What follows belongs to an exercise in optimizing a design on an open flow for small area, a short achievable clock period and few clock cycles; a production flow would make more cautious choices. Only simulation tests tie the RTL to the original design; equivalence was not proved. The flow treats the clock pin as an ideal source, which a real chip does not have. Power figures rest on the tool's default switching activity, not on a simulated workload.

[flow/run.sh]
#!/bin/bash
# Layout flow: the standard synthesis and flow, with small port buffers and
# a one-level clock distribution (flow/clk.tcl) in place of the CTS tree.
# Each tool's output goes to its own log in the work folder.
set -euo pipefail
W=$(pwd)
bash standard.sh synth > "$W/synth.log" 2>&1
bash standard.sh \
  BUFFER_PORTS_ARGS="-buffer_cell sky130_fd_sc_hd__buf_1" \
  PRE_CTS_TCL="$W/flow/pre_cts.tcl" \
  CTS_ARGS="-buf_list sky130_fd_sc_hd__clkbuf_16 -root_buf sky130_fd_sc_hd__clkbuf_16 -dont_use_dummy_load" \
  finish > "$W/layout.log" 2>&1
[flow/clk.tcl]
# Clock distribution: the clock port drives NCLK buffers, each at the centre
# of the registers of one sector of the die around the registers' centre.
proc my_clock_buffers { ncl cell } {
  set block [ord::get_db_block]
  set dbu [$block getDbUnitsPerMicron]
  set pins {}
  set xs 0.0; set ys 0.0
  foreach p [get_pins -of_objects [get_nets clk] -filter "direction==input"] {
    set inst [[sta::sta_to_db_pin $p] getInst]
    set bb [$inst getBBox]
    set x [expr {([$bb xMin] + [$bb xMax]) / 2.0 / $dbu}]
    set y [expr {([$bb yMin] + [$bb yMax]) / 2.0 / $dbu}]
    lappend pins [list $p $x $y]
    set xs [expr {$xs + $x}]; set ys [expr {$ys + $y}]
  }
  set n [llength $pins]
  set cx [expr {$xs / $n}]; set cy [expr {$ys / $n}]
  set pi 3.14159265358979
  set groups {}
  for {set g 0} {$g < $ncl} {incr g} { dict set groups $g {} }
  foreach e $pins {
    lassign $e p x y
    set a [expr {atan2($y - $cy, $x - $cx) + $pi}]
    set g [expr {int($a / (2 * $pi) * $ncl) % $ncl}]
    dict lappend groups $g $e
  }
  set k 0
  dict for {g es} $groups {
    if {[llength $es] == 0} continue
    set gx 0.0; set gy 0.0; set lp {}
    foreach e $es { lassign $e p x y; set gx [expr {$gx + $x}]; set gy [expr {$gy + $y}]; lappend lp $p }
    set m [llength $es]
    insert_buffer -buffer_cell $cell -net clk -load_pins $lp \
      -location [list [expr {$gx / $m}] [expr {$gy / $m}]] \
      -buffer_name clkbuf_$k -net_name clknet_$k
    puts "clock buffer clkbuf_$k: $m registers"
    incr k
  }
  foreach net [$block getNets] {
    if {[string match clknet_* [$net getName]] || [$net getName] eq "clk"} { $net setSigType CLOCK }
  }
}
[flow/pre_cts.tcl]
# Runs before ORFS's CTS step: build the clock distribution here (the clock
# port drives four buffers, each feeding the registers of one sector), after
# which clock_tree_synthesis finds the clock net already buffered and skips it.
source [file join [file dirname [info script]] clk.tcl]
my_clock_buffers 2 sky130_fd_sc_hd__clkbuf_16
[standard.sh]
#!/bin/bash
# synth_recipe.tcl (not shown) runs the flow's synth.tcl, then flattens the netlist and writes it again
# the make line also repeats each setting of config.mk as NAME=value (left out here)
make -C /OpenROAD-flow-scripts/flow DESIGN_CONFIG=/design/flow/config.mk WORK_HOME=/design/flow/orfs CLKGATE_MAP_FILE= SYNTH_SCRIPT=/design/flow/synth_recipe.tcl "${@:-finish}"
[config.mk]
export PLATFORM = sky130hd
export DESIGN_NAME = LOONG_ENC
export DESIGN_NICKNAME = LOONG_ENC
export VERILOG_FILES = /design/flow/design.v
export SDC_FILE = /design/flow/constraint.sdc
export NUM_CORES = 4
export LEC_CHECK = 0
export CAP_MARGIN = 20
export CORE_MARGIN = 2
export CORE_UTILIZATION = 40
export SLEW_MARGIN = 20
[constraint.sdc]
create_clock -name core_clock -period 5.0 [get_ports {clk}]
set_input_delay 1.0000 -clock core_clock [delete_from_list [all_inputs] [get_ports {clk}]]
set_output_delay 1.0000 -clock core_clock [all_outputs]
set_load 0.01 [all_outputs]
[design.v]
`timescale 1ns/1ps
module text_matrix (
    input  wire [63:0] text,
    input  wire [63:0] RKey,
    output wire [63:0] txt_matrix,
    output wire [63:0] key_matrix
);
genvar n;
generate
    for (n = 0; n < 16; n = n + 1) begin : g_cell
        assign txt_matrix[4*n +: 4] = text[4*(15-n) +: 4];
        assign key_matrix[4*n +: 4] = RKey[4*(15-n) +: 4];
    end
endgenerate
endmodule
`timescale 1ns/1ps
module round_const (
    input  wire [5:0]  j,
    output wire [63:0] round_cnst
);
reg [7:0] rc;
always @(*) begin
    case (j)
        6'd0:  rc = 8'h01;
        6'd1:  rc = 8'h03;
        6'd2:  rc = 8'h07;
        6'd3:  rc = 8'h0F;
        6'd4:  rc = 8'h1F;
        6'd5:  rc = 8'h3E;
        6'd6:  rc = 8'h3D;
        6'd7:  rc = 8'h3B;
        6'd8:  rc = 8'h37;
        6'd9:  rc = 8'h2F;
        6'd10: rc = 8'h1E;
        6'd11: rc = 8'h3C;
        6'd12: rc = 8'h39;
        6'd13: rc = 8'h33;
        6'd14: rc = 8'h27;
        6'd15: rc = 8'h0E;
        6'd16: rc = 8'h1D;
        6'd17: rc = 8'h3A;
        6'd18: rc = 8'h35;
        6'd19: rc = 8'h2B;
        6'd20: rc = 8'h16;
        6'd21: rc = 8'h2C;
        6'd22: rc = 8'h18;
        6'd23: rc = 8'h30;
        6'd24: rc = 8'h21;
        6'd25: rc = 8'h02;
        6'd26: rc = 8'h05;
        6'd27: rc = 8'h0B;
        6'd28: rc = 8'h17;
        6'd29: rc = 8'h2E;
        6'd30: rc = 8'h1C;
        6'd31: rc = 8'h38;
        6'd32: rc = 8'h31;
        default: rc = 8'h00;
    endcase
end
wire [3:0] hi = {1'b0, rc[5:3]};
wire [3:0] lo = {1'b0, rc[2:0]};
assign round_cnst = { lo, 4'd4, 4'd0, 4'd0, hi, 4'd2, 4'd0, 4'd0, lo, 4'd1, 4'd0, 4'd0, hi, 4'd0, 4'd0, 4'd0 };
endmodule
`timescale 1ns/1ps
module subcells (
    input  wire [63:0] in_matrix,
    output wire [63:0] out_matrix
);
function [3:0] s_box;
    input [3:0] x;
    begin
        case (x)
            4'h0: s_box = 4'hC;
            4'h1: s_box = 4'hA;
            4'h2: s_box = 4'hD;
            4'h3: s_box = 4'h3;
            4'h4: s_box = 4'hE;
            4'h5: s_box = 4'hB;
            4'h6: s_box = 4'hF;
            4'h7: s_box = 4'h7;
            4'h8: s_box = 4'h9;
            4'h9: s_box = 4'h8;
            4'hA: s_box = 4'h1;
            4'hB: s_box = 4'h5;
            4'hC: s_box = 4'h0;
            4'hD: s_box = 4'h2;
            4'hE: s_box = 4'h4;
            default: s_box = 4'h6;
        endcase
    end
endfunction
genvar m;
generate
    for (m = 0; m < 16; m = m + 1) begin : g_cell
        assign out_matrix[4*m +: 4] = s_box(in_matrix[4*m +: 4]);
    end
endgenerate
endmodule
`timescale 1ns/1ps
module Mixrow (
    input  wire [63:0] st_mixrow,
    output reg  [63:0] mixr_state
);
reg [3:0] mixrow_matrix [0:3][0:3];
reg [3:0] temp;
integer j, k, l;
function [3:0] galiosmultiplication;
    input [3:0] a, b;
    reg [3:0] ans;
    reg [3:0] temp_a;
    integer i;
    begin
        ans = 4'b0000;
        temp_a = a;
        for (i = 0; i < 4; i = i + 1) begin
            if (b[i] == 1'b1) begin
                ans = ans ^ temp_a;
            end
            if (temp_a[3] == 1'b1) begin
                temp_a = (temp_a << 1) ^ 4'h3;  
            end else begin
                temp_a = temp_a << 1;
            end
        end
        galiosmultiplication = ans;
    end
endfunction
always @(*) begin
    mixrow_matrix[0][0] = 4'd1;  mixrow_matrix[0][1] = 4'd4;  mixrow_matrix[0][2] = 4'd9;  mixrow_matrix[0][3] = 4'd13;
    mixrow_matrix[1][0] = 4'd4;  mixrow_matrix[1][1] = 4'd1;  mixrow_matrix[1][2] = 4'd13; mixrow_matrix[1][3] = 4'd9;
    mixrow_matrix[2][0] = 4'd9;  mixrow_matrix[2][1] = 4'd13; mixrow_matrix[2][2] = 4'd1;  mixrow_matrix[2][3] = 4'd4;
    mixrow_matrix[3][0] = 4'd13; mixrow_matrix[3][1] = 4'd9;  mixrow_matrix[3][2] = 4'd4;  mixrow_matrix[3][3] = 4'd1;
    mixr_state = 64'd0;
    for (j = 0; j < 4; j = j + 1) begin
        for (k = 0; k < 4; k = k + 1) begin
            temp = 4'b0000;
            for (l = 0; l < 4; l = l + 1) begin
                temp = temp ^ galiosmultiplication(st_mixrow[4*(4*j+l) +: 4], mixrow_matrix[l][k]);
            end
            mixr_state[4*(4*j+k) +: 4] = temp;
        end
    end
end
endmodule
`timescale 1ns/1ps
module Mixcoloumn (
    input  wire [63:0] st_mixcoloumn,
    output reg  [63:0] mixc_state
);
reg [3:0] mixcoloumn_matrix [0:3][0:3];
reg [3:0] temp;
integer j, k, l;
function [3:0] galiosmultiplication;
    input [3:0] a, b;
    reg [3:0] ans;
    reg [3:0] temp_a;
    integer i;
    begin
        ans = 4'b0000;
        temp_a = a;
        for (i = 0; i < 4; i = i + 1) begin
            if (b[i] == 1'b1) begin
                ans = ans ^ temp_a;
            end
            if (temp_a[3] == 1'b1) begin
                temp_a = (temp_a << 1) ^ 4'h3;  
            end else begin
                temp_a = temp_a << 1;
            end
        end
        galiosmultiplication = ans;
    end
endfunction
always @(*) begin
    mixcoloumn_matrix[0][0] = 4'd13; mixcoloumn_matrix[0][1] = 4'd9;  mixcoloumn_matrix[0][2] = 4'd4;  mixcoloumn_matrix[0][3] = 4'd1;
    mixcoloumn_matrix[1][0] = 4'd9;  mixcoloumn_matrix[1][1] = 4'd13; mixcoloumn_matrix[1][2] = 4'd1;  mixcoloumn_matrix[1][3] = 4'd4;
    mixcoloumn_matrix[2][0] = 4'd4;  mixcoloumn_matrix[2][1] = 4'd1;  mixcoloumn_matrix[2][2] = 4'd13; mixcoloumn_matrix[2][3] = 4'd9;
    mixcoloumn_matrix[3][0] = 4'd1;  mixcoloumn_matrix[3][1] = 4'd4;  mixcoloumn_matrix[3][2] = 4'd9;  mixcoloumn_matrix[3][3] = 4'd13;
    mixc_state = 64'd0;
    for (j = 0; j < 4; j = j + 1) begin
        for (k = 0; k < 4; k = k + 1) begin
            temp = 4'b0000;
            for (l = 0; l < 4; l = l + 1) begin
                temp = temp ^ galiosmultiplication(mixcoloumn_matrix[l][k], st_mixcoloumn[4*(4*j+l) +: 4]);
            end
            mixc_state[4*(4*j+k) +: 4] = temp;
        end
    end
end
endmodule
`timescale 1ns/1ps
module LOONG_ENC (
    input  wire        clk,
    input  wire        reset,         
    input  wire        start,
    input  wire [63:0] plaintext,
    input  wire [63:0] roundKey,
    output reg  [63:0] ciphertext,
    output reg         done
);
localparam [63:0] CIPHER_CONST = 64'h6407_1204_6107_1004;
wire [63:0] txt_m;
wire [63:0] key_m;
text_matrix matirx_form (
    .text(plaintext),
    .RKey(roundKey),
    .txt_matrix(txt_m),
    .key_matrix(key_m)
);
always @(posedge clk or negedge reset) begin
    if (~reset) done <= 1'b0;
    else        done <= start;
end
always @(posedge clk) begin
    ciphertext <= txt_m ^ key_m ^ CIPHER_CONST;
end
endmodule
==> flow_summary.yaml, run 1 <==
outcome:
  status: "no timing/DRC/antenna violations"
placed_design:
  gp_congestion: 0.791
  port_buffers: 195
  pre_cts_slack_ns: 3.53
  hpwl_um: 3670
global_routing:
  grt_overflow: 0
  grt_start_max_net_pins: 34
  grt_pass1_vias: 1274
  grt_first_pass_wirelength_um: 5780
  grt_usage: 0.138
  antenna_found_initial: 0
timing:
  hold_slack_ns: 0.567
  fin_crit_ns: 1.68
  setup_tns_ns: 0
  finalMaxSlewViolations: 0
  max-slew-margin-rel: 0.892
  setup_violations: 0
  fmax_ghz: 0.595
  final_hold_viol_count: 0
  finalWorstSetupSlack_ns: 3.32
  worst_pin_slew_ns: 0.161
  rsz0062_at_grt: "no"
  post-route-period-util: 0.336
detailed_routing:
  maxUsedRoutingLayer: "met4"
  wl_met3_um: 425
  wl_met2_um: 2380
  wl_per_cell_um: 11.3
  routed_wl_um: 4260
  dr.pass1.iters: 2
  ant_nets: 0
  num_vias: 1488
  drtIter0Drc: 27
  wl_met1_um: 1400
  drc: 0
  avgViaCountPerCell: 3.94
logic_synthesis:
  ys_warn_count: 1
  netlist_instances: 129
  synthDistinctLibCells: 4
  synth_top_area_cell: "dfxtp_1"
  syn_area_um2: 1870
  synth.ff_latch_count: 65
  synth_top_area_frac: 0.686
  ys_seq_area_frac: 0.700
  synth.most_common_cell: "dfxtp_1"
  synth_area_leaders: "dfxtp_1, xor2_1, xnor2_1"
  synth_edf_count: 0
  async_flop_share: 0.0154
  synth_flop_cell: "dfxtp_1"
  synth_area_per_cell_um2: 14.5
  synthesis.nets: 260
  synth_commonest_cells: "dfxtp_1, xor2_1, xnor2_1"
die:
  coreArea_um2: 4410
  core.rowCount: 24
  die_w_um: 72.3
  dieArea_um2: 5230
  die_h_um: 72.3
  initial_core_util: 0.423
  top_level_ports: 196
setup_path:
  required_ns: 4.00
  path_delay_family: "flip-flops"
  startpoint: "ciphertext[30]"
  startpoint_type: "flop"
  path_buf_inv: 1
  crit_chain: "buf_1"
  worstPathMaxFanout: 1
  cp.arrival_ns: 0.68
  cp.depth: 1
  crit_path_end: "ciphertext[30]"
  end_kind: "primary output"
  cp_slowest_cell: "dfxtp_1"
  worstSetupPathType: "flop to primary output"
  slowest_delay_ns: 0.34
clocking:
  cts_setup_buffers: 0
  cts_resized: 0
  clk_pin_slew_ns: 0.11
  hold_buffers: 0
finish:
  insertedDiodeCount: 0
  drive_above_1_share: 0.00613
  syn_to_final_growth_pct: 45.4
  final_nets: 459
power_and_ir_drop:
  cellPowerDensity_nw_per_um2: 344
  ir_worst_vdd_mv: 0.238
  p_leak_uw: 0.00104
  finalPower_uw: 933
worst_hold_path:
  holdCritPathClass: "input pin to async pin"
job:
  maxCapViolations: 0
==> sequential cells by signal (all words and copies together) (netlist names) <==
register	flops
done	1
ciphertext	64
==> area by class of cell, without the clock buffers <==
class	instances	area (µm²)
fillers	400	1700
repair buffers	195	732
flip-flops and latches	65	1310
well taps	52	65.1
multi-input cells	64	561
==> cell usage in the layout, fill, tap and decap left out <==
| cell type | count |
|---|---|
| clkbuf_16 | 2 |
| xor2_1 | 47 |
| xnor2_1 | 17 |
| buf_1 | 195 |
| dfrtp_1 | 1 |
| dfxtp_1 | 64 |
==> where the power goes <==
group / internal (µW) / switching [µW]
combinational: 67.4 / 82.2
clock: 74.7 / 123
sequential: 573 / 12.3
==> metrics by stage <==
stage	cells	utilization	cell area [µm²]
2_1_floorplan	129	-	1870
3_3_place_gp	376	0.603	2660
3_5_place_dp	376	0.603	2660
4_1_cts	378	0.615	2710
5_1_grt	378	0.615	2710
6_report	378	0.615	2710
==> cells by family (layout without fill, tap and decap cells) <==
| group | Yosys count | count (layout) | share of synthesized area |
|---|---|---|---|
| flip-flops | 65 | 65 | 0.700 |
| XOR/XNOR | 64 | 64 | 0.300 |
| buffers and inverters | 0 | 197 | 0 |
==> worst min-delay path by stage <==
stage | endpoint | cells after the start
after floorplan | done | 0
after global placement | done | 1
after global routing | done | 1
after CTS | done | 1
final | done | 1
after detailed placement | done | 1
==> layer usage <==
layer,GRT usage,vias up
met4,0.0168,0
met5,0,-
li1,-,781
met3,0.0222,5
met2,0.295,95
met1,0.140,607
Testbench counts, summed over its fixed seeds: cycles 960.
==> run 2, diff against run 1 <==
==> flow/pre_cts.tcl (replaced) <==
# Runs before ORFS's CTS step: build the clock distribution here (the clock
# port drives four buffers, each feeding the registers of one sector), after
# which clock_tree_synthesis finds the clock net already buffered and skips it.
source [file join [file dirname [info script]] clk.tcl]
my_clock_buffers 3 sky130_fd_sc_hd__clkbuf_16
==> run 2 against run 1 <==
Against the previous run: still clean on timing, DRC and antenna; final cell count rose by 0.26%; fmax increased by 2.5%; critical path depth unchanged; worst setup slack improved by 0.041 ns; global-route usage grew 0.20 points; power grew 3.8%; wire length grew 1.3%; core utilization is 0.57 points higher; synthesized cell count is the same; via count barely moved; die area unchanged; sequential power barely moved.
==> flow_summary.yaml, run 2 <==
detailed_routing:
  ant_nets: 0
  num_vias: 1489
  routed_wl_um: 4310
  dr.pass1.iters: 4
  wl_per_cell_um: 11.4
  drc: 0
  drtIter0Drc: 21
  avgViaCountPerCell: 3.93
logic_synthesis:
  ys_warn_count: 1
  synth_edf_count: 0
  synthesis.nets: 260
  synth_commonest_cells: "dfxtp_1, xor2_1, xnor2_1"
  synth.ff_latch_count: 65
  syn_area_um2: 1870
  synth_area_per_cell_um2: 14.5
  synth_top_area_cell: "dfxtp_1"
  ys_seq_area_frac: 0.700
  synth_flop_cell: "dfxtp_1"
  synthDistinctLibCells: 4
  synth_area_leaders: "dfxtp_1, xor2_1, xnor2_1"
  async_flop_share: 0.0154
  synth.most_common_cell: "dfxtp_1"
  synth_top_area_frac: 0.686
  netlist_instances: 129
power_and_ir_drop:
  p_comb_frac: 0.155
  ir_worst_vdd_mv: 0.190
  p_int_uw: 749
  netSwitchingFraction: 0.226
  cellPowerDensity_nw_per_um2: 354
  switchingPower_uw: 219
  p_leak_uw: 0.00106
  sequentialPowerShare: 0.604
  clock_power_share: 0.241
setup_path:
  path_delay_family: "flip-flops"
  required_ns: 4.00
  crit_chain: "buf_1"
  path_buf_inv: 1
  slowest_delay_ns: 0.33
  end_kind: "primary output"
  worstSetupPathType: "flop to primary output"
  cp.depth: 1
  cp_slowest_cell: "dfxtp_1"
  startpoint_type: "flop"
  cp.arrival_ns: 0.64
  worstPathMaxFanout: 1
finish:
  syn_to_final_growth_pct: 46.7
  reg_top3: "ciphertext (64), done (1)"
  drive_above_1_share: 0.00917
  largest_register_ffs: 64
  final_common_cell: "buf_1"
  insertedDiodeCount: 0
  layout_common_cells: "buf_1, dfxtp_1, xor2_1"
  regMostFlops: "ciphertext"
  stdcell_area_um2: 2740
  final_nets: 460
timing:
  worst_pin_slew_ns: 0.176
  finalWorstSetupSlack_ns: 3.36
  finalMaxSlewViolations: 0
  setup_tns_ns: 0
  final_hold_viol_count: 0
  post-route-period-util: 0.328
  setup_violations: 0
  rsz0062_at_grt: "no"
  fmax_ghz: 0.610
  hold_slack_ns: 0.596
  fin_crit_ns: 1.64
  max-slew-margin-rel: 0.883
die:
  core.rowCount: 24
  dieArea_um2: 5230
  top_level_ports: 196
  initial_core_util: 0.423
  die_w_um: 72.3
  coreArea_um2: 4410
  die_h_um: 72.3
placed_design:
  port_buffers: 195
  gp_congestion: 0.791
  hpwl_um: 3670
  pre_cts_slack_ns: 3.53
  place_area_um2: 2660
worst_hold_path:
  holdCritPathClass: "input pin to async pin"
global_routing:
  antenna_found_initial: 0
  grt_usage: 0.140
  grt_pass1_vias: 1297
  grt_start_max_net_pins: 25
  grt_first_pass_wirelength_um: 5860
  grt_overflow: 0
clocking:
  cts_resized: 0
  hold_buffers: 0
  clk_pin_slew_ns: 0.09
  cts_setup_buffers: 0
outcome:
  status: "no timing/DRC/antenna violations"
job:
  maxCapViolations: 0
==> run 2: power by group through the flow <==
stage	Combinational [µW]	Sequential, µW	Clock, µW
after CTS	153	598	186
after global placement	152	596	0
after global routing	165	591	261
after detailed placement	152	597	0
after floorplan	32.0	628	0
final	150	585	233
==> run 2: worst max-delay path by stage <==
| stage | slack, ns | start | endpoint |
|---|---|---|---|
| finish | 3.36 | ciphertext[30] | ciphertext[30] |
| global route | 3.31 | ciphertext[13] | ciphertext[13] |
| CTS | 3.53 | ciphertext[29] | ciphertext[29] |
| detailed placement | 3.53 | ciphertext[30] | ciphertext[30] |
| global placement | 3.53 | ciphertext[29] | ciphertext[29] |
| floorplan | 3.62 | done | done |
==> run 2: cells by family after synthesis <==
logic type / after synthesis / share of synthesized area
xor+xnor: 64 / 0.300
flops: 65 / 0.700
==> run 2: metal layers <==
metal,GRT usage,wire (µm),vias to the layer above
met5,0,0,-
met4,0.0189,54,0
met3,0.0264,443,6
met2,0.296,2400,96
met1,0.142,1410,602
li1,-,-,785
==> run 2: area by class of cell, without the clock buffers <==
| class | instances | area (µm²) |
|---|---|---|
| flip-flops and latches | 65 | 1310 |
| repair buffers | 195 | 732 |
| fillers | 399 | 1680 |
| well taps | 52 | 65.1 |
| multi-input cells | 64 | 561 |
==> run 2: through the flow <==
stage	utilization	instances	power (µW)
3_3_place_gp	0.603	376	749
4_1_cts	0.620	379	937
2_1_floorplan	-	129	660
5_1_grt	0.620	379	1020
6_report	0.620	379	968
3_5_place_dp	0.603	376	750
==> run 3, diff against run 2 <==
==> flow/pre_cts.tcl (replaced) <==
# Runs before ORFS's CTS step: build the clock distribution here (the clock
# port drives four buffers, each feeding the registers of one sector), after
# which clock_tree_synthesis finds the clock net already buffered and skips it.
source [file join [file dirname [info script]] clk.tcl]
my_clock_buffers 4 sky130_fd_sc_hd__clkbuf_16
==> run 3 against run 2 <==
Against the previous run: still clean on timing, DRC and antenna; die area unchanged; wire length increased by 0.86%; synthesized cell count unchanged; critical path depth unchanged; hold slack improved by 0.012 ns; global-route usage increased by 0.27 points; via count increased by 1.0%; clock power increased by 13%; first-iteration DRC count decreased by 29%; sequential share of layout area decreased by 0.43 points; combinational power about the same; critical endpoint unchanged.
==> flow_summary.yaml, run 3 <==
logic_synthesis:
  synth_area_per_cell_um2: 14.5
  synth_top_family_by_area: "XOR/XNOR gates"
  synth_fa_ha_area_frac: 0
  synth_area_leaders: "dfxtp_1, xor2_1, xnor2_1"
  synth.area.mux_share: 0
  synth-compound-area-share: 0
  synthSimpleGateAreaFrac: 0
  synth_edf_count: 0
  synthDistinctLibCells: 4
  synth_commonest_cells: "dfxtp_1, xor2_1, xnor2_1"
  ys_warn_count: 1
  synth_flop_cell: "dfxtp_1"
  synth.most_common_cell: "dfxtp_1"
  synth.ff_latch_count: 65
  netlist_instances: 129
  ys_seq_area_frac: 0.700
  async_flop_share: 0.0154
  syn_area_um2: 1870
  synth_top_area_frac: 0.686
  synth_top_area_cell: "dfxtp_1"
  synth_xor_area_frac: 0.300
  synthesis.nets: 260
setup_path:
  slowest_delay_ns: 0.32
  crit_chain: "buf_1"
  startpoint: "ciphertext[30]"
  startpoint_type: "flop"
  worstPathMaxFanout: 1
  path_delay_family: "flip-flops"
  cp.depth: 1
  path_buf_inv: 1
  worstSetupPathType: "flop to primary output"
  end_kind: "primary output"
  cp.arrival_ns: 0.63
  cp_slowest_cell: "dfxtp_1"
  required_ns: 4.00
detailed_routing:
  wl_met3_um: 474
  maxUsedRoutingLayer: "met4"
  wl_met2_um: 2480
  drtIter0Drc: 15
  num_vias: 1504
  wl_per_cell_um: 11.4
  avgViaCountPerCell: 3.96
  drc: 0
  dr.pass1.iters: 2
  ant_nets: 0
  routed_wl_um: 4350
  wl_met1_um: 1350
die:
  coreArea_um2: 4410
  top_level_ports: 196
  dieArea_um2: 5230
  core.rowCount: 24
  die_h_um: 72.3
  initial_core_util: 0.423
  die_w_um: 72.3
finish:
  syn_to_final_growth_pct: 48.1
  final_common_cell: "buf_1"
  final_core_util: 0.626
  reg_top3: "ciphertext (64), done (1)"
  fillerInstances: 397
  regMostFlops: "ciphertext"
  insertedDiodeCount: 0
  layout_common_cells: "buf_1, dfxtp_1, xor2_1"
  largest_register_ffs: 64
  drive_above_1_share: 0.0122
  final_nets: 461
  fin_cells: 380
power_and_ir_drop:
  cellPowerDensity_nw_per_um2: 362
  sequentialPowerShare: 0.586
  p_leak_uw: 0.00107
  p_comb_frac: 0.150
  ir_worst_vdd_mv: 0.243
  clock_power_share: 0.264
  p_int_uw: 784
  switchingPower_uw: 215
  netSwitchingFraction: 0.216
timing:
  final_hold_viol_count: 0
  max-slew-margin-rel: 0.885
  setup_tns_ns: 0
  finalMaxSlewViolations: 0
  fin_crit_ns: 1.63
  worst_pin_slew_ns: 0.173
  fmax_ghz: 0.615
  setup_violations: 0
  rsz0062_at_grt: "no"
  post-route-period-util: 0.325
  hold_slack_ns: 0.607
outcome:
  status: "no timing/DRC/antenna violations"
clocking:
  cts_setup_buffers: 0
  clk_pin_slew_ns: 0.07
  cts_resized: 0
  hold_buffers: 0
global_routing:
  antenna_found_initial: 0
  grt_usage: 0.143
  grt_overflow: 0
  grt_first_pass_wirelength_um: 5950
  grt_pass1_vias: 1320
  grt_start_max_net_pins: 19
placed_design:
  port_buffers: 195
  hpwl_um: 3670
  gp_congestion: 0.791
  placedCellCount: 376
job:
  maxCapViolations: 0
worst_hold_path:
  holdCritPathClass: "input pin to async pin"
-- run 3: stage by stage --
stage	total power, µW	setup WS (ns)	area, µm²
after floorplan	660	3.62	1870
after global placement	749	3.53	2660
after detailed placement	750	3.53	2660
after CTS	972	3.53	2760
after global routing	1050	3.34	2760
final	999	3.37	2760
-- run 3: cell type report, without the clock buffers --
| class | instances | area, µm² | share of cell area |
|---|---|---|---|
| timing repair buffer | 195 | 732 | 0.265 |
| tap | 52 | 65.1 | 0.0235 |
| sequential | 65 | 1310 | 0.473 |
| multi-input combinational | 64 | 561 | 0.203 |
-- run 3: cells by family (layout without fill, tap and decap cells) --
logic type	after synthesis	count (layout)
xor+xnor	64	64
buf+inv	0	199
flops	65	65
-- run 3: per-layer routing --
layer | vias up | GRT usage
li1 | 786 | -
met4 | 0 | 0.0147
met2 | 95 | 0.314
met1 | 619 | 0.133
met3 | 4 | 0.0306
met5 | - | 0
-- run 3: power groups by stage --
stage	Sequential (µW)	Combinational (µW)	Clock [µW]
after global routing	591	166	290
after CTS	598	154	221
after detailed placement	597	152	0
after global placement	596	152	0
final	585	150	264
after floorplan	628	32.0	0
-- run 3: path summary, 6_finish.rpt --
| path | end | slack (ns) |
|---|---|---|
| max | ciphertext[30] | 3.37 |
| min | done | 0.61 |
| max in group asynchronous | done | 4.30 |
| min in group core_clock | done | 0.96 |
==> run 4, diff against run 3 <==
--- a/config.mk
+++ b/config.mk
@@ -8,4 +8,5 @@
 export CAP_MARGIN = 20
 export CORE_MARGIN = 2
 export CORE_UTILIZATION = 40
+export PLACE_DENSITY = 0.9
 export SLEW_MARGIN = 20
==> run 4 against run 3 <==
Against the previous run: still clean on timing, DRC and antenna; sequential share of layout area is the same; core utilization unchanged; synthesized cell count unchanged; hold slack better by 0.00062 ns; area after synthesis unchanged; via count increased by 6.6%; die area unchanged; design area unchanged; critical path type unchanged; critical endpoint is now ciphertext[9]; largest power group unchanged.
==> flow_summary.yaml, run 4 <==
logic_synthesis:
  ys_seq_area_frac: 0.700
  synth_area_leaders: "dfxtp_1, xor2_1, xnor2_1"
  synth_edf_count: 0
  synth.most_common_cell: "dfxtp_1"
  ys_warn_count: 1
  synth_area_per_cell_um2: 14.5
  synth_top_area_frac: 0.686
  syn_area_um2: 1870
  synthDistinctLibCells: 4
  synth_commonest_cells: "dfxtp_1, xor2_1, xnor2_1"
  synth_top_area_cell: "dfxtp_1"
  synth_flop_cell: "dfxtp_1"
  async_flop_share: 0.0154
  netlist_instances: 129
  synthesis.nets: 260
  synth.ff_latch_count: 65
detailed_routing:
  wl_per_cell_um: 11.7
  drtIter0Drc: 13
  dr.pass1.iters: 4
  drc: 0
  ant_nets: 0
  routed_wl_um: 4450
  num_vias: 1604
  avgViaCountPerCell: 4.22
finish:
  reg_top3: "ciphertext (64), done (1)"
  syn_to_final_growth_pct: 48.1
  drive_above_1_share: 0.0122
  layout_common_cells: "buf_1, dfxtp_1, xor2_1"
  largest_register_ffs: 64
  regMostFlops: "ciphertext"
  final_common_cell: "buf_1"
  final_nets: 461
  insertedDiodeCount: 0
global_routing:
  grt_first_pass_wirelength_um: 6240
  grt_start_max_net_pins: 20
  grt_overflow: 0
  grt_pass1_vias: 1573
  antenna_found_initial: 0
  grt_usage: 0.149
power_and_ir_drop:
  ir_worst_vdd_mv: 0.212
  clock_power_share: 0.263
  netSwitchingFraction: 0.218
  switchingPower_uw: 219
  cellPowerDensity_nw_per_um2: 363
  p_leak_uw: 0.00107
  sequentialPowerShare: 0.585
  p_comb_frac: 0.152
  p_int_uw: 784
timing:
  rsz0062_at_grt: "no"
  hold_slack_ns: 0.608
  final_hold_viol_count: 0
  max-slew-margin-rel: 0.867
  post-route-period-util: 0.330
  setup_tns_ns: 0
  worst_pin_slew_ns: 0.198
  finalMaxSlewViolations: 0
  fin_crit_ns: 1.65
  fmax_ghz: 0.607
  setup_violations: 0
setup_path:
  cp_slowest_cell: "dfxtp_1"
  slowest_delay_ns: 0.33
  startpoint_type: "flop"
  end_kind: "primary output"
  path_buf_inv: 1
  worstPathMaxFanout: 1
  cp.arrival_ns: 0.65
  required_ns: 4.00
  crit_chain: "buf_1"
  path_delay_family: "flip-flops"
  worstSetupPathType: "flop to primary output"
clocking:
  cts_resized: 0
  cts_setup_buffers: 0
  clk_pin_slew_ns: 0.07
  hold_buffers: 0
die:
  dieArea_um2: 5230
  core.rowCount: 24
  die_w_um: 72.3
  coreArea_um2: 4410
  top_level_ports: 196
  die_h_um: 72.3
  initial_core_util: 0.423
placed_design:
  gp_congestion: 0.743
  port_buffers: 195
  hpwl_um: 3860
outcome:
  status: "no timing/DRC/antenna violations"
job:
  maxCapViolations: 0
worst_hold_path:
  holdCritPathClass: "input pin to async pin"
## run 4: cell counts in the layout (fill, tap and decap cells not counted)
Identical to the previous run, type by type.
## run 4: final cells by class, without the clock buffers
cell class	count	area (µm²)
fillers	353	1650
multi-input cells	64	561
flip-flops and latches	65	1310
well taps	52	65.1
repair buffers	195	732
## run 4: cell families after synthesis
family	count (synthesis)	share of synthesized area
xor gates and xnor gates	64	0.300
DFF	65	0.700
## run 4: power groups by stage
stage	clock [µW]	sequential, µW	combinational [µW]
after floorplan	0	628	32.0
after global placement	0	597	151
after detailed placement	0	599	155
after CTS	221	599	156
after global routing	281	590	167
final	263	587	153
## run 4: metrics by stage
| stage | utilization | area, µm² | worst slack (ns) | power (µW) | cells |
|---|---|---|---|---|---|
| finish | 0.626 | 2760 | 3.35 | 1000 | 380 |
| global route | 0.626 | 2760 | 3.33 | 1040 | 380 |
| CTS | 0.626 | 2760 | 3.52 | 976 | 380 |
| detailed placement | 0.603 | 2660 | 3.52 | 754 | 376 |
| global placement | 0.603 | 2660 | 3.52 | 748 | 376 |
| floorplan | - | 1870 | 3.62 | 660 | 129 |
## run 4: per-layer routing
layer  share of wire  GRT usage
met1            0.27      0.106
met2            0.58      0.339
met3            0.11     0.0306
met4           0.038     0.0692
met5               0          0
## run 4: final timing paths
| kind | startpoint | to | slack (ns) | cells after the start |
|---|---|---|---|---|
| worst max-delay path | ciphertext[9] | ciphertext[9] | 3.35 | 1 |
| worst min-delay path | reset | done | 0.61 | 1 |
| max in group asynchronous | reset | done | 4.29 | 1 |
| min in group core_clock | start | done | 0.96 | 1 |
==> run 5, diff against run 4 <==
--- a/config.mk
+++ b/config.mk
@@ -8,5 +8,5 @@
 export CAP_MARGIN = 20
 export CORE_MARGIN = 2
 export CORE_UTILIZATION = 40
-export PLACE_DENSITY = 0.9
+export PLACE_DENSITY = 0.75
 export SLEW_MARGIN = 20
==> run 5 against run 4 <==
Against the previous run: critical path depth is the same; combinational power hardly changed; final cell count did not move; sequential cell count is the same; core utilization unchanged; largest power group unchanged; highest routed layer unchanged.
==> flow_summary.yaml, run 5 <==
outcome:
  status: "no timing/DRC/antenna violations"
setup_path:
  path_buf_inv: 1
  worstSetupPathType: "flop to primary output"
  crit_chain: "buf_1"
  slowest_delay_ns: 0.31
  cp.arrival_ns: 0.62
  cp_slowest_cell: "dfxtp_1"
  end_kind: "primary output"
  path_delay_family: "flip-flops"
  worstPathMaxFanout: 1
  startpoint_type: "flop"
  required_ns: 4.00
detailed_routing:
  avgViaCountPerCell: 4.10
  num_vias: 1559
  ant_nets: 0
  drtIter0Drc: 5
  wl_per_cell_um: 11.8
  drc: 0
  routed_wl_um: 4490
  dr.pass1.iters: 2
timing:
  fin_crit_ns: 1.62
  rsz0062_at_grt: "no"
  finalMaxSlewViolations: 0
  max-slew-margin-rel: 0.877
  final_hold_viol_count: 0
  setup_violations: 0
  fmax_ghz: 0.617
  setup_tns_ns: 0
  finalWorstSetupSlack_ns: 3.38
  post-route-period-util: 0.324
  worst_pin_slew_ns: 0.185
finish:
  reg_top3: "ciphertext (64), done (1)"
  layout_common_cells: "buf_1, dfxtp_1, xor2_1"
  largest_register_ffs: 64
  final_common_cell: "buf_1"
  syn_to_final_growth_pct: 48.1
  stdcell_area_um2: 2760
  regMostFlops: "ciphertext"
  insertedDiodeCount: 0
  drive_above_1_share: 0.0122
  final_nets: 461
placed_design:
  hpwl_um: 3920
  gp_congestion: 0.760
  pre_cts_slack_ns: 3.51
  place_area_um2: 2660
  port_buffers: 195
die:
  die_w_um: 72.3
  dieArea_um2: 5230
  die_h_um: 72.3
  top_level_ports: 196
  initial_core_util: 0.423
  coreArea_um2: 4410
  core.rowCount: 24
logic_synthesis:
  synthDistinctLibCells: 4
  synth_area_leaders: "dfxtp_1, xor2_1, xnor2_1"
  ys_warn_count: 1
  synth_commonest_cells: "dfxtp_1, xor2_1, xnor2_1"
  synth_top_area_frac: 0.686
  ys_seq_area_frac: 0.700
  synthesis.nets: 260
  synth_edf_count: 0
  async_flop_share: 0.0154
  synth_area_per_cell_um2: 14.5
  synth.most_common_cell: "dfxtp_1"
  netlist_instances: 129
  synth_top_area_cell: "dfxtp_1"
  synth.ff_latch_count: 65
  syn_area_um2: 1870
  synth_flop_cell: "dfxtp_1"
global_routing:
  grt_usage: 0.150
  antenna_found_initial: 0
  grt_start_max_net_pins: 19
  grt_first_pass_wirelength_um: 6240
  grt_overflow: 0
  grt_pass1_vias: 1479
power_and_ir_drop:
  cellPowerDensity_nw_per_um2: 362
  p_leak_uw: 0.00107
  ir_worst_vdd_mv: 0.223
clocking:
  cts_resized: 0
  cts_setup_buffers: 0
  hold_buffers: 0
  clk_pin_slew_ns: 0.07
job:
  maxCapViolations: 0
worst_hold_path:
  holdCritPathClass: "input pin to async pin"
## run 5: cell counts after synthesis
No cell type changed its count.
## run 5: metal layers
layer  part of all wire  vias up  GRT usage  wire length (µm)
met1               0.30      654      0.135              1370
met5                  0        -          0                 0
met4              0.020        0     0.0398                91
met3               0.14        9     0.0458               607
li1                   -      786          -                 -
met2               0.54      110      0.313              2430
## run 5: layout make-up, without the clock buffers
| class | count | area, µm² |
|---|---|---|
| fillers | 378 | 1650 |
| multi-input cells | 64 | 561 |
| flip-flops and latches | 65 | 1310 |
| well taps | 52 | 65.1 |
| repair buffers | 195 | 732 |
## run 5: where the power goes
| part | switching [µW] | internal [µW] |
|---|---|---|
| sequential | 12.8 | 573 |
| combinational | 82.7 | 67.4 |
| clock | 120 | 144 |
## run 5: metrics by stage
step | std cells | hold WS [ns] | power [µW] | utilization
3_3_place_gp | 376 | 0.766 | 747 | 0.603
3_5_place_dp | 376 | 0.765 | 751 | 0.603
4_1_cts | 380 | 0.765 | 973 | 0.626
5_1_grt | 380 | 0.604 | 1040 | 0.626
2_1_floorplan | 129 | 0.704 | 660 | -
6_report | 380 | 0.609 | 1000 | 0.626
## run 5: cells by family after synthesis
logic type / synth area share
flip-flops: 0.700
XOR/XNOR: 0.300
## run 5: final timing paths
| path | from | to | slack, ns | depth (start not counted) |
|---|---|---|---|---|
| max in group asynchronous | reset | done | 4.29 | 1 |
| worst max-delay path | ciphertext[24] | ciphertext[24] | 3.38 | 1 |
| min in group core_clock | start | done | 0.95 | 1 |
| worst min-delay path | reset | done | 0.61 | 1 |
==> run 6, diff against run 5 <==
--- a/flow/run.sh
+++ b/flow/run.sh
@@ -7,6 +7,7 @@
 bash standard.sh synth > "$W/synth.log" 2>&1
 bash standard.sh \
   BUFFER_PORTS_ARGS="-buffer_cell sky130_fd_sc_hd__buf_1" \
+  PRE_IO_PLACEMENT_TCL="$W/flow/pins.tcl" \
   PRE_CTS_TCL="$W/flow/pre_cts.tcl" \
   CTS_ARGS="-buf_list sky130_fd_sc_hd__clkbuf_16 -root_buf sky130_fd_sc_hd__clkbuf_16 -dont_use_dummy_load" \
   finish > "$W/layout.log" 2>&1
==> flow/pins.tcl (new file) <==
# Runs before ORFS's pin placement: the pins of each output bit and of the two
# input bits it is computed from sit side by side, so each bit's cells form a
# small slice at the die's edge. The slices go around the four edges.
proc my_slice {i} {
  set j [expr {4 * (15 - $i / 4) + $i % 4}]
  return [list "ciphertext\[$i\]" "plaintext\[$j\]" "roundKey\[$j\]"]
}
set edges {bottom right top left}
set counts {18 14 18 14}
set i 0
foreach e $edges c $counts {
  set names {}
  for {set k 0} {$k < $c} {incr k} { lappend names {*}[my_slice $i]; incr i }
  set_io_pin_constraint -group -order -pin_names $names
  set_io_pin_constraint -pin_names $names -region $e:*
}
--- a/config.mk
+++ b/config.mk
@@ -8,5 +8,4 @@
 export CAP_MARGIN = 20
 export CORE_MARGIN = 2
 export CORE_UTILIZATION = 40
-export PLACE_DENSITY = 0.75
 export SLEW_MARGIN = 20
==> run 6 against run 5 <==
Against the previous run: still clean; sequential power about the same; clock power increased by 2%; area after synthesis unchanged.
==> flow_summary.yaml, run 6 <==
timing:
  finalMaxSlewViolations: 0
  max-slew-margin-rel: 0.855
  worst_pin_slew_ns: 0.218
  fmax_ghz: 0.607
  setup_tns_ns: 0
  fin_crit_ns: 1.65
  post-route-period-util: 0.329
  final_hold_viol_count: 0
  rsz0062_at_grt: "no"
  setup_violations: 0
finish:
  layout_common_cells: "buf_1, dfxtp_1, xor2_1"
  final_core_util: 0.626
  regMostFlops: "ciphertext"
  insertedDiodeCount: 0
  final_common_cell: "buf_1"
  multiInputGateArea_um2: 561
  fillerInstances: 373
  regArea_um2: 1310
  drive_above_1_share: 0.0122
  final_nets: 461
  syn_to_final_growth_pct: 48.1
  largest_register_ffs: 64
  reg_top3: "ciphertext (64), done (1)"
logic_synthesis:
  ys_warn_count: 1
  synth_top_area_frac: 0.686
  synth_area_leaders: "dfxtp_1, xor2_1, xnor2_1"
  synth_commonest_cells: "dfxtp_1, xor2_1, xnor2_1"
  synthDistinctLibCells: 4
  async_flop_share: 0.0154
  synth_flop_cell: "dfxtp_1"
  synth.ff_latch_count: 65
  synthesis.nets: 260
  netlist_instances: 129
  synth.most_common_cell: "dfxtp_1"
  synth_top_area_cell: "dfxtp_1"
  syn_area_um2: 1870
  synth_area_per_cell_um2: 14.5
  ys_seq_area_frac: 0.700
  synth_edf_count: 0
setup_path:
  worstSetupPathType: "flop to primary output"
  required_ns: 4.00
  crit_chain: "buf_1"
  cp.arrival_ns: 0.65
  end_kind: "primary output"
  startpoint_type: "flop"
  slowest_delay_ns: 0.31
  cp.depth: 1
  path_delay_family: "flip-flops"
  path_buf_inv: 1
  cp_slowest_cell: "dfxtp_1"
  worstPathMaxFanout: 1
global_routing:
  grt.met2_usage: 0.286
  grt_first_pass_wirelength_um: 6210
  grt_start_max_net_pins: 19
  grt_pass1_vias: 1354
  grt.met1_usage: 0.170
  grt_busiest_layer: "met2"
  met3_usage: 0.0250
  antenna_found_initial: 0
  grt_usage: 0.149
  grt_overflow: 0
die:
  die_h_um: 72.3
  top_level_ports: 196
  coreArea_um2: 4410
  initial_core_util: 0.423
  die_w_um: 72.3
  dieArea_um2: 5230
  core.rowCount: 24
power_and_ir_drop:
  p_leak_uw: 0.00107
  ir_worst_vdd_mv: 0.217
  cellPowerDensity_nw_per_um2: 364
detailed_routing:
  drtIter0Drc: 22
  avgViaCountPerCell: 3.97
  drc: 0
  routed_wl_um: 4520
  num_vias: 1510
  wl_per_cell_um: 11.9
  dr.pass1.iters: 4
  ant_nets: 0
clocking:
  clk_pin_slew_ns: 0.07
  cts_resized: 0
  hold_buffers: 0
  cts_setup_buffers: 0
job:
  maxCapViolations: 0
placed_design:
  port_buffers: 195
  gp_congestion: 0.769
  hpwl_um: 3760
worst_hold_path:
  holdCritPathClass: "input pin to async pin"
outcome:
  status: "no timing/DRC/antenna violations"
## run 6: cell counts after synthesis
Identical to the previous run, type by type.
## run 6: cells by family (layout without fill, tap and decap cells)
family                    count (synthesis)  count (layout)  share of synthesized area
DFF                                      65              65                      0.700
xor gates and xnor gates                 64              64                      0.300
buffers and inverters                     0             199                          0
## run 6: area by class of cell, without the clock buffers
class                   instances  area share
multi-input cells              64       0.203
flip-flops and latches         65       0.473
well taps                      52      0.0235
repair buffers                195       0.265
## run 6: power by group
group | switching, µW | leakage, µW | internal [µW]
Combinational | 85.4 | 0.000466 | 67.4
Sequential | 12.6 | 0.000552 | 573
Clock | 124 | 0.0000493 | 144
Total | 222 | 0.00107 | 784
## run 6: worst paths after layout
path	start	to	slack, ns
worst max-delay path	ciphertext[2]	ciphertext[2]	3.35
worst min-delay path	reset	done	0.61
max in group asynchronous	reset	done	4.29
min in group core_clock	start	done	0.97
## run 6: per-layer routing
layer,vias up,wire length (µm)
li1,786,-
met1,612,1670
met2,100,2280
met3,12,452
met4,0,110
met5,-,0
## run 6: stage by stage
step,power [µW],instances,hold WS [ns],worst slack (ns),area (µm²)
6_report,1010,380,0.614,3.35,2760
5_1_grt,1050,380,0.612,3.32,2760
4_1_cts,975,380,0.765,3.51,2760
3_5_place_dp,752,376,0.765,3.52,2660
3_3_place_gp,752,376,0.764,3.52,2660
2_1_floorplan,660,129,0.704,3.62,1870
==> run 7, diff against run 6 <==
==> flow/run.sh (replaced) <==
#!/bin/bash
# Layout flow: the standard synthesis and flow, with small port buffers and
# outputs on one edge (flow/pins.tcl) and a one-level clock distribution
# (flow/clk.tcl) in place of the CTS tree.
# Each tool's output goes to its own log in the work folder.
set -euo pipefail
W=$(pwd)
bash standard.sh synth > "$W/synth.log" 2>&1
bash standard.sh \
  BUFFER_PORTS_ARGS="-buffer_cell sky130_fd_sc_hd__buf_1" \
  PRE_IO_PLACEMENT_TCL="$W/flow/pins.tcl" \
  PRE_CTS_TCL="$W/flow/pre_cts.tcl" \
  CTS_ARGS="-buf_list sky130_fd_sc_hd__clkbuf_8 -root_buf sky130_fd_sc_hd__clkbuf_8 -dont_use_dummy_load" \
  finish > "$W/layout.log" 2>&1
==> flow/clk.tcl (replaced) <==
# Clock distribution: the clock port drives ncl buffers, each at the centre of
# one group of registers; the groups split the registers, sorted along the axis
# on which they spread most, into runs of equal size.
proc my_clock_buffers { ncl cell } {
  set block [ord::get_db_block]
  set dbu [$block getDbUnitsPerMicron]
  set pins {}
  foreach p [get_pins -of_objects [get_nets clk] -filter "direction==input"] {
    set bb [[[sta::sta_to_db_pin $p] getInst] getBBox]
    lappend pins [list $p [expr {([$bb xMin] + [$bb xMax]) / 2.0 / $dbu}] \
                          [expr {([$bb yMin] + [$bb yMax]) / 2.0 / $dbu}]]
  }
  set xs [lmap e $pins {lindex $e 1}]
  set ys [lmap e $pins {lindex $e 2}]
  set dx [expr {[tcl::mathfunc::max {*}$xs] - [tcl::mathfunc::min {*}$xs]}]
  set dy [expr {[tcl::mathfunc::max {*}$ys] - [tcl::mathfunc::min {*}$ys]}]
  set pins [lsort -real -index [expr {$dx >= $dy ? 1 : 2}] $pins]
  set n [llength $pins]
  for {set k 0} {$k < $ncl} {incr k} {
    set es [lrange $pins [expr {$k * $n / $ncl}] [expr {($k + 1) * $n / $ncl - 1}]]
    set m [llength $es]
    if {$m == 0} continue
    set gx 0.0; set gy 0.0; set lp {}
    foreach e $es { lassign $e p x y; set gx [expr {$gx + $x}]; set gy [expr {$gy + $y}]; lappend lp $p }
    insert_buffer -buffer_cell $cell -net clk -load_pins $lp \
      -location [list [expr {$gx / $m}] [expr {$gy / $m}]] \
      -buffer_name clkbuf_$k -net_name clknet_$k
    puts "clock buffer clkbuf_$k: $m registers"
  }
  foreach net [$block getNets] {
    if {[string match clknet_* [$net getName]] || [$net getName] eq "clk"} { $net setSigType CLOCK }
  }
}
==> flow/pins.tcl (replaced) <==
# Runs before ORFS's pin placement: the outputs and the clock go on the bottom
# edge, so the output registers and their clock buffers sit in one band; the
# inputs go on the other edges.
set outs {done clk}
set pt {}
set rk {}
for {set i 0} {$i < 64} {incr i} {
  lappend outs "ciphertext\[$i\]"
  lappend pt "plaintext\[$i\]"
  lappend rk "roundKey\[$i\]"
}
set_io_pin_constraint -pin_names $outs -region bottom:*
set_io_pin_constraint -pin_names $pt -region left:*
set_io_pin_constraint -pin_names $rk -region right:*
set_io_pin_constraint -pin_names {start reset} -region top:*
==> flow/pre_cts.tcl (replaced) <==
# Runs before ORFS's CTS step: build the clock distribution here (the clock
# port drives four buffers, each feeding the registers of one sector), after
# which clock_tree_synthesis finds the clock net already buffered and skips it.
source [file join [file dirname [info script]] clk.tcl]
my_clock_buffers 4 sky130_fd_sc_hd__clkbuf_8
==> run 7 against run 6 <==
Against the previous run: the run now fails in I/O pin placement; synthesized cell count unchanged; area after synthesis stayed put.
==> flow_summary.yaml, run 7 <==
outcome:
  error: "[ERROR PPL-0111] 2 constraint(s) does not have available slots for the pins."
  stop_stage: "I/O pin placement"
  status: "did not finish"
die:
  die_w_um: 72.3
  core.rowCount: 24
  die_h_um: 72.3
  initial_core_util: 0.423
logic_synthesis:
  synth_area_per_cell_um2: 14.5
  synth_area_leaders: "dfxtp_1, xor2_1, xnor2_1"
  synth.most_common_cell: "dfxtp_1"
  synth_top_area_frac: 0.686
  syn_area_um2: 1870
  synthesis.nets: 260
  synth_flop_cell: "dfxtp_1"
  synth_commonest_cells: "dfxtp_1, xor2_1, xnor2_1"
  synth_edf_count: 0
  synth.ff_latch_count: 65
  ys_warn_count: 1
  netlist_instances: 129
  synth_top_area_cell: "dfxtp_1"
  synthDistinctLibCells: 4
  async_flop_share: 0.0154
  ys_seq_area_frac: 0.700
-- run 7: kinds of logic after synthesis --
group,Yosys count,share of synthesized area
flops,65,0.700
xor+xnor,64,0.300
==> run 8, diff against run 7 <==
==> flow/pins.tcl (replaced) <==
# Runs before ORFS's pin placement: the outputs and the clock go on the bottom
# edge, so the output registers and their clock buffers sit in one band; the
# inputs go on the other edges.
set outs {done clk}
set left {}
set right {}
set top {start reset}
for {set i 0} {$i < 64} {incr i} {
  lappend outs "ciphertext\[$i\]"
  if {$i < 48} {
    lappend left "plaintext\[$i\]"
    lappend right "roundKey\[$i\]"
  } else {
    lappend top "plaintext\[$i\]" "roundKey\[$i\]"
  }
}
set_io_pin_constraint -pin_names $outs -region bottom:*
set_io_pin_constraint -pin_names $left -region left:*
set_io_pin_constraint -pin_names $right -region right:*
set_io_pin_constraint -pin_names $top -region top:*
==> run 8 against run 7 <==
Against the previous run: the run now finishes clean; synthesized cell count did not move; area after synthesis did not move.
==> flow_summary.yaml, run 8 <==
outcome:
  status: "no timing/DRC/antenna violations"
die:
  core.rowCount: 24
  top_level_ports: 196
  dieArea_um2: 5230
  initial_core_util: 0.423
  die_h_um: 72.3
  coreArea_um2: 4410
  die_w_um: 72.3
setup_path:
  path_delay_family: "flip-flops"
  required_ns: 4.00
  end_kind: "primary output"
  path_buf_inv: 1
  worstSetupPathType: "flop to primary output"
  crit_chain: "buf_1"
  cp_slowest_cell: "dfxtp_1"
  startpoint_type: "flop"
  worstPathMaxFanout: 1
  slowest_delay_ns: 0.42
  cp.arrival_ns: 0.75
logic_synthesis:
  synth_commonest_cells: "dfxtp_1, xor2_1, xnor2_1"
  synthesis.nets: 260
  ys_seq_area_frac: 0.700
  netlist_instances: 129
  synth_edf_count: 0
  ys_warn_count: 1
  synth_flop_cell: "dfxtp_1"
  synth_area_per_cell_um2: 14.5
  syn_area_um2: 1870
  async_flop_share: 0.0154
  synth_top_area_frac: 0.686
  synth_area_leaders: "dfxtp_1, xor2_1, xnor2_1"
  synth.ff_latch_count: 65
  synth.most_common_cell: "dfxtp_1"
  synthDistinctLibCells: 4
  synth_top_area_cell: "dfxtp_1"
timing:
  max-slew-margin-rel: 0.818
  setup_tns_ns: 0
  fmax_ghz: 0.570
  hold_slack_ns: 0.574
  setup_violations: 0
  post-route-period-util: 0.351
  rsz0062_at_grt: "no"
  finalMaxSlewViolations: 0
  fin_crit_ns: 1.75
  final_hold_viol_count: 0
  worst_pin_slew_ns: 0.271
placed_design:
  gp_congestion: 0.918
  port_buffers: 195
  hpwl_um: 7290
detailed_routing:
  drtIter0Drc: 60
  wl_per_cell_um: 20.9
  ant_nets: 0
  num_vias: 1615
  drc: 0
  routed_wl_um: 7990
  dr.pass1.iters: 4
  avgViaCountPerCell: 4.22
global_routing:
  antenna_found_initial: 6
  grt_overflow: 0
  grt_first_pass_wirelength_um: 10100
  grt_usage: 0.294
  grt_start_max_net_pins: 18
  grt_pass1_vias: 1544
clocking:
  clk_pin_slew_ns: 0.10
  cts_setup_buffers: 0
  hold_buffers: 0
  cts_resized: 0
finish:
  reg_top3: "ciphertext (64), done (1)"
  final_common_cell: "buf_1"
  layout_common_cells: "buf_1, dfxtp_1, xor2_1"
  syn_to_final_growth_pct: 46.0
  largest_register_ffs: 64
  drive_above_1_share: 0.0122
  final_nets: 461
  regMostFlops: "ciphertext"
worst_hold_path:
  holdCritPathClass: "input pin to async pin"
power_and_ir_drop:
  cellPowerDensity_nw_per_um2: 354
  ir_worst_vdd_mv: 0.185
  p_leak_uw: 0.00105
job:
  maxCapViolations: 0
run 8: cell counts after synthesis:
Identical to the previous run, type by type.
run 8: layout make-up, without the clock buffers:
class | count | area (µm²)
Sequential cell | 65 | 1310
Multi-Input combinational cell | 64 | 561
Antenna cell | 3 | 7.51
Timing Repair Buffer | 195 | 732
Fill cell | 446 | 1690
Tap cell | 52 | 65.1
run 8: layer usage:
layer	track usage	vias up	wire [µm]
met1	0.361	686	2810
met4	0.0461	10	112
met5	0	-	70
met2	0.457	114	3540
li1	-	789	-
met3	0.172	16	1450
run 8: through the flow:
| stage | utilization | cell area (µm²) | setup slack (ns) | std cells | power, µW |
|---|---|---|---|---|---|
| after detailed placement | 0.603 | 2660 | 3.47 | 376 | 773 |
| after global routing | 0.616 | 2720 | 3.22 | 380 | 1010 |
| after global placement | 0.603 | 2660 | 3.46 | 376 | 771 |
| final | 0.618 | 2730 | 3.25 | 383 | 965 |
| after CTS | 0.616 | 2720 | 3.46 | 380 | 925 |
| after floorplan | - | 1870 | 3.62 | 129 | 660 |
run 8: worst paths after layout:
path | slack [ns] | depth (start not counted) | startpoint | end
hold / removal | 0.57 | 1 | reset | done
max in group asynchronous | 4.33 | 1 | reset | done
min in group core_clock | 0.93 | 1 | start | done
setup / recovery | 3.25 | 1 | ciphertext[0] | ciphertext[0]
run 8: cell families (layout without fill, tap and decap cells):
logic type / after synthesis / in the layout / synth area share
flip-flops: 65 / 65 / 0.700
XOR/XNOR: 64 / 64 / 0.300
buffers and inverters: 0 / 199 / 0
other: 0 / 3 / 0
run 8: power by group:
part	internal (µW)	leakage (µW)	switching (µW)
clock	74.3	0.0000288	133
sequential	573	0.000552	16.9
combinational	67.2	0.000466	100
total	715	0.00105	250
==> run 9, diff against run 8 <==
==> flow/run.sh (replaced) <==
#!/bin/bash
# Layout flow: the standard synthesis and flow, with small port buffers and
# output cells next to their pins (flow/place.tcl) and a one-level clock
# distribution (flow/clk.tcl) in place of the CTS tree.
# Each tool's output goes to its own log in the work folder.
set -euo pipefail
W=$(pwd)
bash standard.sh synth > "$W/synth.log" 2>&1
bash standard.sh \
  BUFFER_PORTS_ARGS="-buffer_cell sky130_fd_sc_hd__buf_1" \
  PRE_DETAIL_PLACE_TCL="$W/flow/place.tcl" \
  PRE_CTS_TCL="$W/flow/pre_cts.tcl" \
  CTS_ARGS="-buf_list sky130_fd_sc_hd__clkbuf_8 -root_buf sky130_fd_sc_hd__clkbuf_8 -dont_use_dummy_load" \
  finish > "$W/layout.log" 2>&1
==> flow/place.tcl (new file) <==
# Runs before ORFS's detailed placement: each output port's buffer is moved to
# the core edge next to its pin, the register that drives it just inside, and
# the register's input gate inside that; detailed placement then legalizes.
set block [ord::get_db_block]
set core [$block getCoreArea]
set rowh 2720
proc my_driver {net} {
  foreach it [$net getITerms] { if {[$it isOutputSignal]} { return [$it getInst] } }
  return ""
}
proc my_input_driver {inst} {
  foreach it [$inst getITerms] {
    if {[$it isInputSignal] && [$it getNet] ne "NULL"} {
      set d [my_driver [$it getNet]]
      if {$d ne ""} { return $d }
    }
  }
  return ""
}
proc my_put {inst x y} {
  set m [$inst getMaster]
  $inst setLocation [expr {int($x - [$m getWidth] / 2)}] [expr {int($y - [$m getHeight] / 2)}]
  $inst setPlacementStatus PLACED
}
foreach bt [$block getBTerms] {
  if {[$bt getIoType] ne "OUTPUT"} continue
  set net [$bt getNet]
  set ob [my_driver $net]
  if {$ob eq ""} continue
  set ff [my_input_driver $ob]
  set bb [$bt getBBox]
  set px [expr {([$bb xMin] + [$bb xMax]) / 2}]
  set py [expr {([$bb yMin] + [$bb yMax]) / 2}]
  set x0 [$core xMin]; set x1 [$core xMax]; set y0 [$core yMin]; set y1 [$core yMax]
  set cx [expr {min(max($px, $x0 + 2000), $x1 - 2000)}]
  set cy [expr {min(max($py, $y0 + $rowh / 2), $y1 - $rowh / 2)}]
  # inward direction
  set d [list [expr {$px - $x0}] [expr {$x1 - $px}] [expr {$py - $y0}] [expr {$y1 - $py}]]
  set side [lsearch $d [tcl::mathfunc::min {*}$d]]
  switch $side {
    0 { set ux 1; set uy 0; set cx [expr {$x0 + 1000}] }
    1 { set ux -1; set uy 0; set cx [expr {$x1 - 1000}] }
    2 { set ux 0; set uy 1; set cy [expr {$y0 + $rowh / 2}] }
    3 { set ux 0; set uy -1; set cy [expr {$y1 - $rowh / 2}] }
  }
  set step [expr {$ux != 0 ? 4000 : $rowh}]
  my_put $ob $cx $cy
  if {$ff eq ""} continue
  my_put $ff [expr {$cx + $ux * 2 * $step}] [expr {$cy + $uy * $step}]
  set g [my_input_driver $ff]
  if {$g ne "" && ![string match input* [$g getName]]} {
    my_put $g [expr {$cx + $ux * 4 * $step}] [expr {$cy + $uy * 2 * $step}]
  }
}
removed: flow/pins.tcl
==> run 9 against run 8 <==
Against the previous run: first-iteration DRC count decreased by 37%; core utilization decreased by 0.17 points; critical path depth unchanged; critical path type unchanged; design area decreased by 0.28%; combinational power decreased by 9.6%; highest routed layer is now met4; via count decreased by 0.68%; synthesized cell count unchanged; critical endpoint is now ciphertext[48].
==> flow_summary.yaml, run 9 <==
power_and_ir_drop:
  cellPowerDensity_nw_per_um2: 345
  ir_worst_vdd_mv: 0.157
  p_leak_uw: 0.00105
  finalPower_uw: 937
setup_path:
  startpoint_type: "flop"
  required_ns: 4.00
  slowest_delay_ns: 0.34
  cp_slowest_cell: "dfxtp_1"
  worstPathMaxFanout: 1
  crit_chain: "buf_1"
  path_delay_family: "flip-flops"
  cp.arrival_ns: 0.65
  worstSetupPathType: "flop to primary output"
  path_buf_inv: 1
  end_kind: "primary output"
logic_synthesis:
  synthSimpleGateAreaFrac: 0
  synth_area_leaders: "dfxtp_1, xor2_1, xnor2_1"
  synth.most_common_cell: "dfxtp_1"
  ys_seq_area_frac: 0.700
  synth.ff_latch_count: 65
  synth_xor_area_frac: 0.300
  synth-compound-area-share: 0
  syn_area_um2: 1870
  synth_area_per_cell_um2: 14.5
  async_flop_share: 0.0154
  synth_commonest_cells: "dfxtp_1, xor2_1, xnor2_1"
  synth.area.mux_share: 0
  synth_top_area_cell: "dfxtp_1"
  synthesis.nets: 260
  ys_warn_count: 1
  synth_top_area_frac: 0.686
  synth_flop_cell: "dfxtp_1"
  netlist_instances: 129
  synth_fa_ha_area_frac: 0
  synth_edf_count: 0
  synthDistinctLibCells: 4
  synth_top_family_by_area: "XOR/XNOR gates"
finish:
  largest_register_ffs: 64
  drive_above_1_share: 0.0122
  reg_top3: "ciphertext (64), done (1)"
  final_common_cell: "buf_1"
  final_nets: 461
  insertedDiodeCount: 0
  syn_to_final_growth_pct: 45.6
  layout_common_cells: "buf_1, dfxtp_1, xor2_1"
  regMostFlops: "ciphertext"
  fin_cells: 380
  fillerInstances: 371
timing:
  max-slew-margin-rel: 0.895
  hold_slack_ns: 0.588
  setup_tns_ns: 0
  fin_crit_ns: 1.65
  finalMaxSlewViolations: 0
  worst_pin_slew_ns: 0.156
  post-route-period-util: 0.330
  final_hold_viol_count: 0
  setup_violations: 0
  fmax_ghz: 0.606
  finalWorstSetupSlack_ns: 3.35
  rsz0062_at_grt: "no"
die:
  die_h_um: 72.3
  core.rowCount: 24
  coreArea_um2: 4410
  dieArea_um2: 5230
  die_w_um: 72.3
  top_level_ports: 196
  initial_core_util: 0.423
clocking:
  cts_resized: 0
  clk_pin_slew_ns: 0.09
  cts_setup_buffers: 0
  hold_buffers: 0
placed_design:
  gp_congestion: 0.791
  placedCellCount: 376
  port_buffers: 195
  pre_cts_slack_ns: 3.53
  hpwl_um: 4340
global_routing:
  antenna_found_initial: 0
  grt_usage: 0.167
  grt_overflow: 0
  grt_start_max_net_pins: 18
  grt_pass1_vias: 1556
  grt_first_pass_wirelength_um: 6760
detailed_routing:
  ant_nets: 0
  routed_wl_um: 5010
  dr.pass1.iters: 4
  avgViaCountPerCell: 4.22
  wl_per_cell_um: 13.2
  drtIter0Drc: 38
  num_vias: 1604
  drc: 0
worst_hold_path:
  holdCritPathClass: "input pin to async pin"
outcome:
  status: "no timing/DRC/antenna violations"
job:
  maxCapViolations: 0
==> run 9: layout make-up, without the clock buffers <==
type / count / area (µm²) / area share
Timing Repair Buffer: 195 / 732 / 0.269
Tap cell: 52 / 65.1 / 0.0239
Multi-Input combinational cell: 64 / 561 / 0.206
Sequential cell: 65 / 1310 / 0.480
==> run 9: kinds of logic (layout without fill, tap and decap cells) <==
family,count (synthesis),in the layout
buffers and inverters,0,199
XOR/XNOR,64,64
flip-flops,65,65
==> run 9: metrics by stage <==
stage | cell area, µm² | util
after floorplan | 1870 | -
after global placement | 2660 | 0.603
after detailed placement | 2660 | 0.603
after CTS | 2720 | 0.616
after global routing | 2720 | 0.616
final | 2720 | 0.616
==> run 9: report_power, final <==
group | total, µW | switching [µW] | internal, µW
logic | 151 | 83.6 | 67.3
clock network | 198 | 123 | 74.1
registers | 588 | 15.3 | 573
==> run 9: path summary, 6_finish.rpt <==
check,from,cells past startpoint,to
max,ciphertext[48],1,ciphertext[48]
max in group asynchronous,reset,1,done
min,reset,1,done
min in group core_clock,start,1,done
==> run 9: layer usage <==
layer  track usage  wire length [µm]  part of all wire  up-vias
met5             0                 0                 0        -
met4        0.0335                72             0.014        0
met3        0.0375               526              0.11       10
met2         0.340              2810              0.56      108
met1         0.169              1600              0.32      701
li1              -                 -                 -      785

afterwards: timing with drivers on the ports:
The flow's constraints put no driver on any port. The routed layouts listed below were extracted and timed again, unchanged, in two steps.
Step 1, drivers: a clkbuf_16 drives clk and a buf_2 each remaining input, both assumed.
Step 2 also shifts input and output timing later by t, the mid clock arrival at the registers, as if the neighbouring blocks saw the same clock.
Slacks: ideal ports / drivers / drivers and shift; pairs: ideal ports / drivers.
| run | t, ns | setup WS [ns] | worst slew at a driven data input, ns | pins driven straight from the clock port |
|---|---|---|---|---|
| run 1 | 0.212 | 3.320 / 3.277 / 3.489 | 0.05 | 2 |
| run 2 | 0.200 | 3.360 / 3.307 / 3.507 | 0.05 | 3 |
| run 3 | 0.202 | 3.374 / 3.305 / 3.507 | 0.06 | 4 |
| run 4 | 0.204 | 3.352 / 3.283 / 3.486 | 0.04 | 4 |
| run 5 | 0.201 | 3.378 / 3.309 / 3.510 | 0.05 | 4 |
| run 6 | 0.200 | 3.353 / 3.289 / 3.488 | 0.05 | 4 |
| run 8 | 0.206 | 3.245 / 3.197 / 3.403 | 0.08 | 4 |
| run 9 | 0.198 | 3.349 / 3.305 / 3.503 | 0.05 | 4 |
After both steps every run listed still meets setup and hold.
